Context: an optimization exercise on an open-source flow, tuned for small area and a short achievable clock period. The choices shown serve that exercise and are no tape-out recipe. In this exercise RTL edits were held to simulation tests only and were not proved equivalent to the original. Power figures rest on the tool's default switching activity, not on a simulated workload.

==> flow/run.sh <==
#!/bin/bash
# synth_recipe.tcl (not shown) runs the flow's synth.tcl, then flattens the netlist and writes it again
# the make line also repeats each setting of config.mk as NAME=value (left out here)
make -C /OpenROAD-flow-scripts/flow DESIGN_CONFIG=/design/flow/config.mk WORK_HOME=/design/flow/orfs CLKGATE_MAP_FILE= SYNTH_SCRIPT=/design/flow/synth_recipe.tcl finish
==> flow/config.mk <==
export PLATFORM = sky130hd
export DESIGN_NAME = compute_in_memory
export DESIGN_NICKNAME = compute_in_memory
export VERILOG_FILES = /design/flow/design.v
export SDC_FILE = /design/flow/constraint.sdc
export NUM_CORES = 4
export LEC_CHECK = 0
export CAP_MARGIN = 20
export CORE_MARGIN = 2
export CORE_UTILIZATION = 40
export SLEW_MARGIN = 20
==> flow/constraint.sdc <==
create_clock -name core_clock -period 7.0 [get_ports {clk}]
set_input_delay 1.4000 -clock core_clock [delete_from_list [all_inputs] [get_ports {clk}]]
set_output_delay 1.4000 -clock core_clock [all_outputs]
set_load 0.01 [all_outputs]
==> flow/design.v <==
module just_add (a, b, sum);
	parameter numwidth = 16;
	input [numwidth:0] a;
	input [7:0] b;
	output [numwidth:0] sum; 
	wire [numwidth:0] a;
	wire [7:0] b;
	wire [numwidth:0] sum;
	assign sum = 				
						(((a[numwidth] == b[7])) ? 
							{a[numwidth], a[numwidth-1:0] + b[6:0]} : 
							(((a[numwidth-1:0] > b[6:0]) && (a[numwidth] != b[7])) ? 
								{a[numwidth], a[numwidth-1:0] + ~b[6:0] + 1'b1} : 
								(((b[6:0] > a[numwidth-1:0]) && (a[numwidth] != b[7])) ? 
									{b[7], ~a[numwidth-1:0] + b[6:0] + 1'b1} : 
									0)));
endmodule
module compute_in_memory(clk, reset, ld_en, ld_weight, eff_tag, aff_tag, read_en, swap, fifo_empty, busy, req_deq, fired_tag, i_tag, i_out, state_out);
    parameter numwidth = 16;
    parameter tagbits = 4;
    parameter numneurons = 2**tagbits;
    parameter WAIT_TAG = 2'b00;
    parameter FETCH_WEIGHT = 2'b01;
    parameter COMPUTE_I_NEXT = 2'b11;
    parameter SWAP = 2'b10;
    input clk, reset, swap, fifo_empty, read_en, ld_en;
    input [tagbits-1:0] fired_tag, i_tag, eff_tag, aff_tag;
	 input [7:0] ld_weight;
    output req_deq, busy;
    output [1:0] state_out;
    output [numwidth:0] i_out;
    reg [tagbits-1:0] fired_tag_reg, i_tag_reg;
    wire req_deq, busy;
    wire [numwidth:0] i_out;
    wire [1:0] state_out;
    reg [numwidth:0] i_out_reg;
    reg [numwidth:0] i_next [0:numneurons-1];
    reg [numwidth:0] i [0:numneurons-1];
    reg [numwidth:0] j, j2;
    reg [1:0] i_next_state; 
    reg [7:0] eff_syn_reg [0:numneurons-1];
    wire [numwidth:0] i_next_result [0:numneurons-1];
    generate
    genvar k;
    for (k=0; k<numneurons; k=k+1) begin : adders
        just_add k_just_add(
        .a(i_next[k])
        ,.b(eff_syn_reg[k])
        ,.sum(i_next_result[k])
        );
    end
    endgenerate
    assign i_out = i_out_reg;  
    assign req_deq = (i_next_state == FETCH_WEIGHT);
    assign busy = (i_next_state != WAIT_TAG);
    assign state_out = i_next_state;
    reg [7:0] mem [0:numneurons-1][0:numneurons-1];
    always @(posedge clk)
    begin
        if (reset) begin
            i_next_state <= 2'b00;
            for (j=0; j<numneurons; j=j+1)
                    i_next[j][numwidth:0] <= 17'b0_0000_0000_0000_0000;
            for (j=0; j<numneurons; j=j+1)
                    i[j][numwidth:0] <= 17'b0_0000_0000_0000_0000; 
            for (j=0; j<numneurons; j=j+1) begin
					for (j2=0; j2<numneurons; j2=j2+1) begin
						mem[j][j2] <= 17'b0_0000_0000_0000_0000;  
					end
				end
			end else if (ld_en) begin
				mem[eff_tag][aff_tag] <= ld_weight;
			end else begin
            case (i_next_state)
                WAIT_TAG: begin
                    if (!fifo_empty) begin
                        i_next_state <= FETCH_WEIGHT;
                        fired_tag_reg <= fired_tag;
                    end else if (swap) begin
                        i_next_state <= SWAP;
                    end else begin
                        i_next_state <= WAIT_TAG;
                    end
                end
                FETCH_WEIGHT: begin
                    i_next_state <= COMPUTE_I_NEXT;
                    for (j=0; j<numneurons; j=j+1) begin
                        eff_syn_reg[j] <= mem[fired_tag_reg][j];
                    end	
                end
                COMPUTE_I_NEXT: begin
                    if (fifo_empty)
                        i_next_state <= WAIT_TAG;  
                    else begin
                        i_next_state <= FETCH_WEIGHT;  
                        fired_tag_reg <= fired_tag;
                    end
                    for (j=0; j<numneurons; j=j+1) begin
                        i_next[j] <= i_next_result[j];  
                    end
                end
                SWAP: begin
                    i_next_state <= WAIT_TAG;
                    for (j=0; j<numneurons; j=j+1)
            	       i[j][numwidth:0] <= i_next[j][numwidth:0];
                    for (j=0; j<numneurons; j=j+1) begin
                            i_next[j][numwidth-2:0] <= i_next[j][numwidth-1:1];
                            i_next[j][numwidth-1] <= 1'b0;  
	                end
                end
            endcase
	    end
    end 
    always @(posedge clk) begin
		if (reset) begin
			i_tag_reg <= 0;
			i_out_reg <= i[0];
		end else begin
			if (read_en)
				i_tag_reg <= i_tag;  
			i_out_reg <= i[i_tag_reg];
		end   
	 end
endmodule
==> impl_results.md, run 1 <==
- Max VDD drop: 0.180 mV
- Syn_nets: 12,900
- Top Family by Delay on Critical Path: simple AND/OR/NAND/NOR gates
- Drt wl/cell: 26.9 microns
- Required @ worst endpoint: 7.53 ns
- Vias per inst: 5.98
- Post-placement cell area: 149,000 sq um
- GRT met2 Usage: 0.384
- Setup Total Neg Slack: 0 ns
- DP HPWL: 302,000 microns
- Max FFs per register: 2,048
- Setup crit start kind: input port
- Largest reg by FF count: mem
- Top post-synthesis cells by area: edfxtp_1 (46%), mux4_2 (9.8%), and2_1 (9.1%), dfxtp_1 (7.9%), ha_1 (3.0%)
- Min-delay worst type: reg2reg
- Area of the die: 364,000 sq um
- Total global-route track usage: 0.246
- Ys async rst share: 0
- Status: complete, no violations
- Syn Inst Count: 12,400
- Largest net degree at the start of global routing: 172
- Finished Cell Area: 159,000 sq um
- Slowest cell on crit path: nand2_1
- Library cells used by synthesis: 98
- Post-synth EDFFs: 2,180
- PwrDens: 247 nW/um^2
- Post-route ant nets: 0
- Vias in the first global route: 97,800
- Gr ovfl total: 0
- Crit path cell chain: clkdlybuf4s50_1 -> nor2b_1 -> nand2_1 -> buf_4 -> o21ai_0
- Gpl congestion: 0.961
- Starting Density: 0.403
- Post-CTS resize count: 0
- GR met1 Demand/Resource: 0.343
- Crit end category: register
- Final hold violation count: 0
- GR Util met3: 0.0354
- Root buffer cell: clkbuf_16
- CP Max Fanout: 9
- Syn-to-layout area delta: 10.7%
- Post-CTS Setup Bufs: 0
- CTS buffer count: 303
- Clock Sinks: 2,747
- CTS tree: done
- 1st-pass router iterations: 7
- Clock transition at path regs: 0.06 ns
- Nets: 12,500
- Mapped Area: 143,000 sq um
- DR iter-0 viols: 13,600
- Die height: 603 microns
- Initial antenna violation count: 20
- Worst setup path class: in2reg
- Routed WL: 459,000 microns
- Vias: 102,000
- Post-CTS Hold Fix Bufs: 0
- First-pass GRT wire length: 670,000 microns
- Crit path buffers/inverters: 2
- Number of synthesized register bits: 2,747
- RSZ-0062 raised after global routing: no
- Post-synth top area cell: edfxtp_1
- Placeable Area: 356,000 sq um
- Final core utilization: 0.445
- Die W: 603 microns
- Share of cells above drive strength 1: 0.119
- Ys flop type: edfxtp_1
- Rows: 219
- Global routing's busiest layer: met2
- Max_cap viols: 0
- Commonest non-fill, non-tap cell in the layout: edfxtp_1
- Slack of the critical path: 2.41 ns
- WP data arrival: 5.11 ns
- CP max stage delay: 0.87 ns
- Dpl ws: 1.55 ns
- DR DRC count: 0
- Period minus WS final: 4.59 ns
- Most frequent cells in the layout: edfxtp_1 (2,180), and2_1 (2,078), nand2_1 (969)
- Clock Path Buffers: 4
- Max Clk Rate: 218 MHz
- Max-slew violations: 0
- Top-area cell type share of the netlist area: 0.456
- Clock Latency Late Sink: 0.93 ns
- Worst Skew: 0.0669 ns
- # setup viols final: 0
- Port bufs: 50
- Period utilisation layout: 0.655
- Slew headroom: 0.177
- CTS H-tree lvls: 5
- Post-synthesis sequential area ratio: 0.535
- Synthesized area per cell: 11.5 sq um
- Top Registers: mem: 2048 flops, i: 272 flops, i_next: 272 flops
- Leakage power: 54.4 nW
- Top Ports: 51
- Worst-Margin Slew: 1.23 ns
- YS warnings: 7
## per-stage QoR
step	hold slack, ns	instances	power [W]
after detailed placement	0.449	16500	0.0230
after global placement	0.443	16500	0.0229
after floorplan	0.436	12400	0.0215
after CTS	0.456	17000	0.0393
after global routing	0.474	17000	0.0403
final	0.455	17100	0.0392
## cell type report
type | count | area [sq um]
fill | 32100 | 198000
multi-input combinational | 8319 | 61800
clock inverter | 183 | 1950
clock buffer | 366 | 8110
tap | 4751 | 5940
inverter | 367 | 1390
sequential | 2747 | 76800
antenna | 12 | 30.0
timing repair buffer | 311 | 2800
## path summary, 6_finish.rpt
check             cells after the start                          from                           to  slack, ns
setup / recovery                      5                    eff_tag[2]    mem[106][4]$_SDFFCE_PN0P_       2.41
setup reg to reg                     11  i_next_state[0]$_SDFFE_PP0N_  i_next[14][11]$_SDFFE_PP0P_       2.98
hold / removal                        2          i[7][5]$_SDFFE_PP0P_         i[7][5]$_SDFFE_PP0P_       0.46
hold reg to reg                       2          i[7][5]$_SDFFE_PP0P_         i[7][5]$_SDFFE_PP0P_       0.46
## layer usage
| layer | vias to the layer above | share of wire |
|---|---|---|
| met2 | 5133 | 0.45 |
| met1 | 51200 | 0.42 |
| met3 | 858 | 0.085 |
| met4 | 4 | 0.047 |
| met5 | - | 0.000059 |
| li1 | 44800 | - |
## Yosys cell counts, types with 56 or more instances
cell,count
edfxtp_1,2180
and2_1,2078
nand2_1,979
clkbuf_1,900
nor2_1,664
a21oi_1,643
mux4_2,625
o21ai_0,612
dfxtp_1,567
inv_1,365
ha_1,341
nor3_1,226
nand3_1,184
a22oi_1,132
a31oi_1,112
nor2b_1,95
a211oi_1,93
buf_1,87
xnor2_1,86
nand2b_1,80
nor4_1,78
a221oi_1,76
o22ai_1,73
nand4_1,68
o211ai_1,66
o21a_1,62
or3_1,62
xor2_1,60
and3_1,56
## cells by family (layout without fill, tap and decap cells)
| family | count (synthesis) | in the layout | share of synthesized area |
|---|---|---|---|
| simple gates | 4701 | 4701 | 0.174 |
| flops | 2747 | 2747 | 0.535 |
| compound gates | 2421 | 2421 | 0.108 |
| buf+inv | 1370 | 1227 | 0.0361 |
| mux | 662 | 662 | 0.101 |
| fa+ha+maj | 389 | 389 | 0.0364 |
| xor+xnor | 146 | 146 | 0.00891 |
| other cells | 0 | 12 | 0 |
## report_power, final
group          switching, W  internal [W]  total, W  leakage [nW]
logic               0.00258       0.00141   0.00399          24.3
registers          0.000470        0.0183    0.0188          25.2
clock network       0.00688       0.00953    0.0164          4.89
total               0.00993        0.0292    0.0392          54.4
## tightest hold or removal path: stages, from the launching register on
cell	delay [ns]
dfxtp_1	0.31
nand2_1	0.05
a21oi_1	0.05
==> run 2: changes to the inputs <==
==> flow/design.v (replaced) <==
module just_add (a, b, sum);
    input  [16:0] a;
    input  [7:0]  b;
    output [16:0] sum;
    wire       sa = a[16];
    wire       sw = b[7];
    wire [6:0] m  = b[6:0];
    wire [6:0] al = a[6:0];
    wire [8:0] hi = a[15:7];
    wire [7:0] lo_sum  = {1'b0, al} + {1'b0, m};
    wire [7:0] lo_dif  = {1'b0, al} - {1'b0, m};
    wire [6:0] lo_ndif = m - al;
    wire [8:0] hi_inc  = hi + 9'd1;
    wire [8:0] hi_dec  = hi - 9'd1;
    wire       hi_zero = (hi == 9'd0);
    wire       lo_eq   = (al == m);
    wire same = (sa == sw);
    wire brw  = lo_dif[7];
    reg [16:0] r;
    always @(*) begin
        if (same)
            r = {sa, (lo_sum[7] ? hi_inc : hi), lo_sum[6:0]};
        else if (!hi_zero)
            r = {sa, (brw ? hi_dec : hi), lo_dif[6:0]};
        else if (brw)
            r = {sw, 9'd0, lo_ndif};
        else if (lo_eq)
            r = 17'd0;
        else
            r = {sa, 9'd0, lo_dif[6:0]};
    end
    assign sum = r;
endmodule
module compute_in_memory(clk, reset, ld_en, ld_weight, eff_tag, aff_tag, read_en, swap, fifo_empty, busy, req_deq, fired_tag, i_tag, i_out, state_out);
    input clk, reset, swap, fifo_empty, read_en, ld_en;
    input [3:0] fired_tag, i_tag, eff_tag, aff_tag;
    input [7:0] ld_weight;
    output req_deq, busy;
    output [1:0] state_out;
    output [16:0] i_out;
    localparam WAIT_TAG = 2'b00, FETCH_WEIGHT = 2'b01, COMPUTE_I_NEXT = 2'b11, SWAP = 2'b10;
    reg [1:0]  st;
    reg [15:0] tag_oh;       
    reg [15:0] rd_oh;        
    reg [16:0] i_out_reg;
    reg [16:0] i_next [0:15];
    reg [16:0] i      [0:15];
    reg [7:0]  w      [0:255];
    assign state_out = st;
    assign req_deq   = (st == FETCH_WEIGHT);
    assign busy      = (st != WAIT_TAG);
    assign i_out     = i_out_reg;
    wire go      = !reset && !ld_en;
    wire do_fetch = go && (st == FETCH_WEIGHT);
    wire do_swap  = go && (st == SWAP);
    wire ld_tag  = go && !fifo_empty && (st == WAIT_TAG || st == COMPUTE_I_NEXT);
    always @(posedge clk) begin
        if (reset)
            st <= WAIT_TAG;
        else if (!ld_en) begin
            case (st)
                WAIT_TAG:       st <= !fifo_empty ? FETCH_WEIGHT : (swap ? SWAP : WAIT_TAG);
                FETCH_WEIGHT:   st <= COMPUTE_I_NEXT;
                COMPUTE_I_NEXT: st <= !fifo_empty ? FETCH_WEIGHT : WAIT_TAG;
                SWAP:           st <= WAIT_TAG;
            endcase
        end
    end
    integer t;
    always @(posedge clk) begin
        if (ld_tag)
            for (t = 0; t < 16; t = t + 1)
                tag_oh[t] <= (fired_tag == t);
    end
    wire [7:0] wdata = ld_weight & {8{!reset}};
    genvar r, c;
    generate
        for (r = 0; r < 16; r = r + 1) begin : wrow
            wire row_we = ld_en && (eff_tag == r);
            for (c = 0; c < 16; c = c + 1) begin : wcol
                wire we = reset || (row_we && (aff_tag == c));
                always @(posedge clk)
                    if (we) w[16*r+c] <= wdata;
            end
        end
    endgenerate
    generate
        for (c = 0; c < 16; c = c + 1) begin : col
            reg [7:0] rowv;
            integer k;
            always @(*) begin
                rowv = 8'd0;
                for (k = 0; k < 16; k = k + 1)
                    rowv = rowv | (w[16*k+c] & {8{tag_oh[k]}});
            end
            wire [16:0] acc;
            just_add u_add (.a(i_next[c]), .b(rowv), .sum(acc));
            always @(posedge clk) begin
                if (reset) begin
                    i_next[c] <= 17'd0;
                    i[c]      <= 17'd0;
                end else if (do_fetch) begin
                    i_next[c] <= acc;
                end else if (do_swap) begin
                    i_next[c] <= {i_next[c][16], 1'b0, i_next[c][15:1]};
                    i[c]      <= i_next[c];
                end
            end
        end
    endgenerate
    reg [16:0] iv;
    integer q;
    always @(*) begin
        iv = 17'd0;
        for (q = 0; q < 16; q = q + 1)
            iv = iv | (i[q] & {17{rd_oh[q]}});
    end
    always @(posedge clk) begin
        if (reset) begin
            rd_oh     <= 16'd1;
            i_out_reg <= i[0];
        end else begin
            if (read_en)
                for (q = 0; q < 16; q = q + 1)
                    rd_oh[q] <= (i_tag == q);
            i_out_reg <= iv;
        end
    end
endmodule
==> run 2 against run 1 <==
Register-to-register slack got worse by 1.2 ns; synthesized area decreased by 17%; die area decreased by 17%; final area decreased by 16%; first-iteration DRC count decreased by 9.6%; global-route usage increased by 0.63 points; sequential cell count decreased by 104; critical path type is now reg2reg; highest routed layer unchanged.
==> impl_results.md, run 2 <==
- Clock Sinks: 2,643
- CTS buffer count: 284
- Slew headroom: 0.186
- Finished Cell Area: 133,000 sq um
- CTS H-tree lvls: 5
- Top Ports: 51
- Rows: 200
- Starting Density: 0.402
- Critical Path Source: tag_oh[11]$_DFFE_PP_
- Post-placement cell area: 124,000 sq um
- Final Instance Count excl. Fillers: 14,200
- Worst-Margin Slew: 1.22 ns
- RSZ-0062 raised after global routing: no
- DR DRC count: 0
- Initial antenna violation count: 19
- Post-synthesis sequential area ratio: 0.618
- Post-CTS resize count: 0
- CP max stage delay: 0.82 ns
- Share of cells above drive strength 1: 0.0767
- Routed WL: 391,000 microns
- Nets: 10,400
- Post-route ant nets: 0
- Status: complete, no violations
- Final core utilization: 0.450
- GRT met2 Usage: 0.393
- Commonest non-fill, non-tap cell in the layout: edfxtp_1
- Count leader, synth: edfxtp_1
- Drt wl/cell: 27.6 microns
- Worst setup path class: reg2reg
- Largest reg by FF count: w
- DP HPWL: 253,000 microns
- Syn_nets: 10,600
- PwrDens: 273 nW/um^2
- Slack of the critical path: 1.73 ns
- Top cells by count, synth: edfxtp_1 (2,064), nand2_1 (1,449), a22oi_1 (996)
- # setup viols final: 0
- Syn Inst Count: 10,100
- Vias: 86,700
- Most frequent cells in the layout: edfxtp_1 (2,064), nand2_1 (1,447), a22oi_1 (996)
- Max Clk Rate: 190 MHz
- Root buffer cell: clkbuf_16
- Crit end category: register
- Period utilisation layout: 0.753
- CP Max Fanout: 35
- DR iter-0 viols: 12,300
- WP data arrival: 5.99 ns
- Hold Crit Start: i[9][0]$_SDFFE_PP0P_
- Worst hold stages: 2
- Crit-path most repeated cell: o21ai_0
- Max VDD drop: 0.186 mV
- Max FFs per register: 2,048
- Total Power: 0.0364 W
- Largest net degree at the start of global routing: 192
- Worst Skew: 0.0693 ns
- GR Util met3: 0.0463
- Die W: 549 microns
- Total global-route track usage: 0.252
- Ys flop type: edfxtp_1
- YS warnings: 8
- CTS tree: done
- Clock Path Buffers: 4
- Post-CTS Setup Bufs: 0
- Reg2Reg Depth: 14
- Top-area cell type share of the netlist area: 0.521
- Max_cap viols: 0
- First-pass GRT wire length: 570,000 microns
- Min-delay worst type: reg2reg
- Leakage power: 46.6 nW
- Crit path cell chain: buf_12 -> buf_4 -> a22oi_1 -> nand2_1 -> or4_1 -> ha_1 -> and2_1 -> o211ai_1 -> and3_1 -> o21ai_0 -> o21ai_0 -> nand2_1 -> o21ai_0 -> a221o_1
- Reg-to-Reg End: i_next[7][5]$_SDFFE_PP0P_
- Post-synth EDFFs: 2,064
- Max-slew violations: 0
- Gpl congestion: 0.922
- Vias in the first global route: 82,500
- Library cells used by synthesis: 107
- Port bufs: 50
- Slowest cell on crit path: edfxtp_1
- Vias per inst: 6.12
- Top post-synthesis cells by area: edfxtp_1 (52%), dfxtp_1 (9.7%), a22oi_1 (6.3%), nand2_1 (4.6%), ha_1 (3.8%)
- Dpl ws: 1.52 ns
- Die height: 549 microns
- Clock Latency Late Sink: 0.89 ns
- Top Registers: w: 2048 flops, i: 272 flops, i_next: 272 flops
- Placed cell count: 13,700
- Synthesized area per cell: 11.7 sq um
- Setup crit start kind: register
- Ys async rst share: 0
- Final hold violation count: 0
- Number of synthesized register bits: 2,643
- Global routing's busiest layer: met2
- 1st-pass router iterations: 7
- Reg2reg start: tag_oh[11]$_DFFE_PP_
- Worst Hold End: i[9][0]$_SDFFE_PP0P_
- Area of the die: 302,000 sq um
- R2r setup slk: 1.73 ns
- Clock transition at path regs: 0.06 ns
- Gr ovfl total: 0
- Required @ worst endpoint: 7.72 ns
- Placeable Area: 296,000 sq um
- Period minus WS final: 5.27 ns
- Post-CTS Hold Fix Bufs: 0
- GR met1 Demand/Resource: 0.353
- Syn-to-layout area delta: 12.0%
- Mapped Area: 119,000 sq um
- Post-synth top area cell: edfxtp_1
## run 2: how the worst max path moves through the flow
stage	cells after the start	end	slack, ns
6_report	14	i_next[7][5]$_SDFFE_PP0P_	1.73
5_1_grt	13	i_next[12][12]$_SDFFE_PP0P_	1.44
4_1_cts	13	i_next[12][10]$_SDFFE_PP0P_	1.83
3_5_place_dp	7	i_next[6][15]$_SDFFE_PP0P_	1.52
3_3_place_gp	5	w[110][6]$_DFFE_PP_	1.61
2_1_floorplan	3	w[0][0]$_DFFE_PP_	-2.43
## run 2: cell families (layout without fill, tap and decap cells)
kind of cell    count (synthesis)  count (layout)  share of synthesized area
compound gates               3004            3004                      0.176
simple gates                 2710            2710                      0.104
flops                        2643            2643                      0.618
buf+inv                      1141            1233                     0.0373
fa+ha+maj                     405             405                     0.0456
xor+xnor                      189             189                     0.0142
mux                            40              40                    0.00357
other cells                     0               9                          0
## run 2: layer usage
metal  up-vias  share of wire
met5         -        0.00026
li1      38200              -
met3       636          0.097
met1     43300           0.41
met2      4539           0.45
met4        16          0.037
## run 2: worst max-delay path, delay by kind of cell, from the launching register on
kind,cells,cell delay [ns]
AND/OR/NAND/NOR,5,1.34
AO/OA/AOI/OAI,6,1.67
adder cells (fa/ha/maj),1,0.57
buffers and inverters,2,0.65
flip-flops,1,0.82
## run 2: cell type report
class | instances | area, sq um
clock inverters | 134 | 1230
multi-input cells | 6348 | 41200
fillers | 27000 | 163000
flip-flops and latches | 2643 | 73600
repair buffers | 310 | 3010
inverters | 419 | 1580
diodes | 9 | 22.5
well taps | 3939 | 4930
clock buffers | 370 | 7690
## run 2: report_power, final
part / internal [W] / switching (W) / total (W)
logic: 0.000999 / 0.00220 / 0.00320
clock network: 0.00844 / 0.00624 / 0.0147
registers: 0.0181 / 0.000423 / 0.0185
## run 2: through the flow
| step | TNS (ns) | hold WS (ns) |
|---|---|---|
| global placement | 0 | 0.442 |
| finish | 0 | 0.454 |
| floorplan | -4973.89 | 0.436 |
| CTS | 0 | 0.455 |
| global route | 0 | 0.471 |
| detailed placement | 0 | 0.448 |

[afterwards: timing with drivers on the ports]
The results above use ideal ports. As a check the final layouts listed here were re-extracted and re-timed, cells and wires unchanged. Step 1 assumes that a clkbuf_16 drives the clock port and a buf_2 every other input. Step 2, shift: input delay + t, output delay - t, t = (earliest + latest rising clock arrival at the registers) / 2. This alone moves slack from input paths to output paths. Three values: ideal ports, drivers, drivers and shift; two values: the first two.
run	shift t [ns]	setup WS [ns]	worst data-port slew with drivers (ns)	cell pins on the clock port's net
run 1	1.004	2.412 / 2.494 / 1.491	0.14	1
run 2	0.949	1.732 / 1.732 / 1.392	0.23	1
After both steps every run listed still meets setup and hold. For run 1, which loses most, drivers alone change the setup slack by +0.082 ns; drivers and shift together by -0.921 ns.
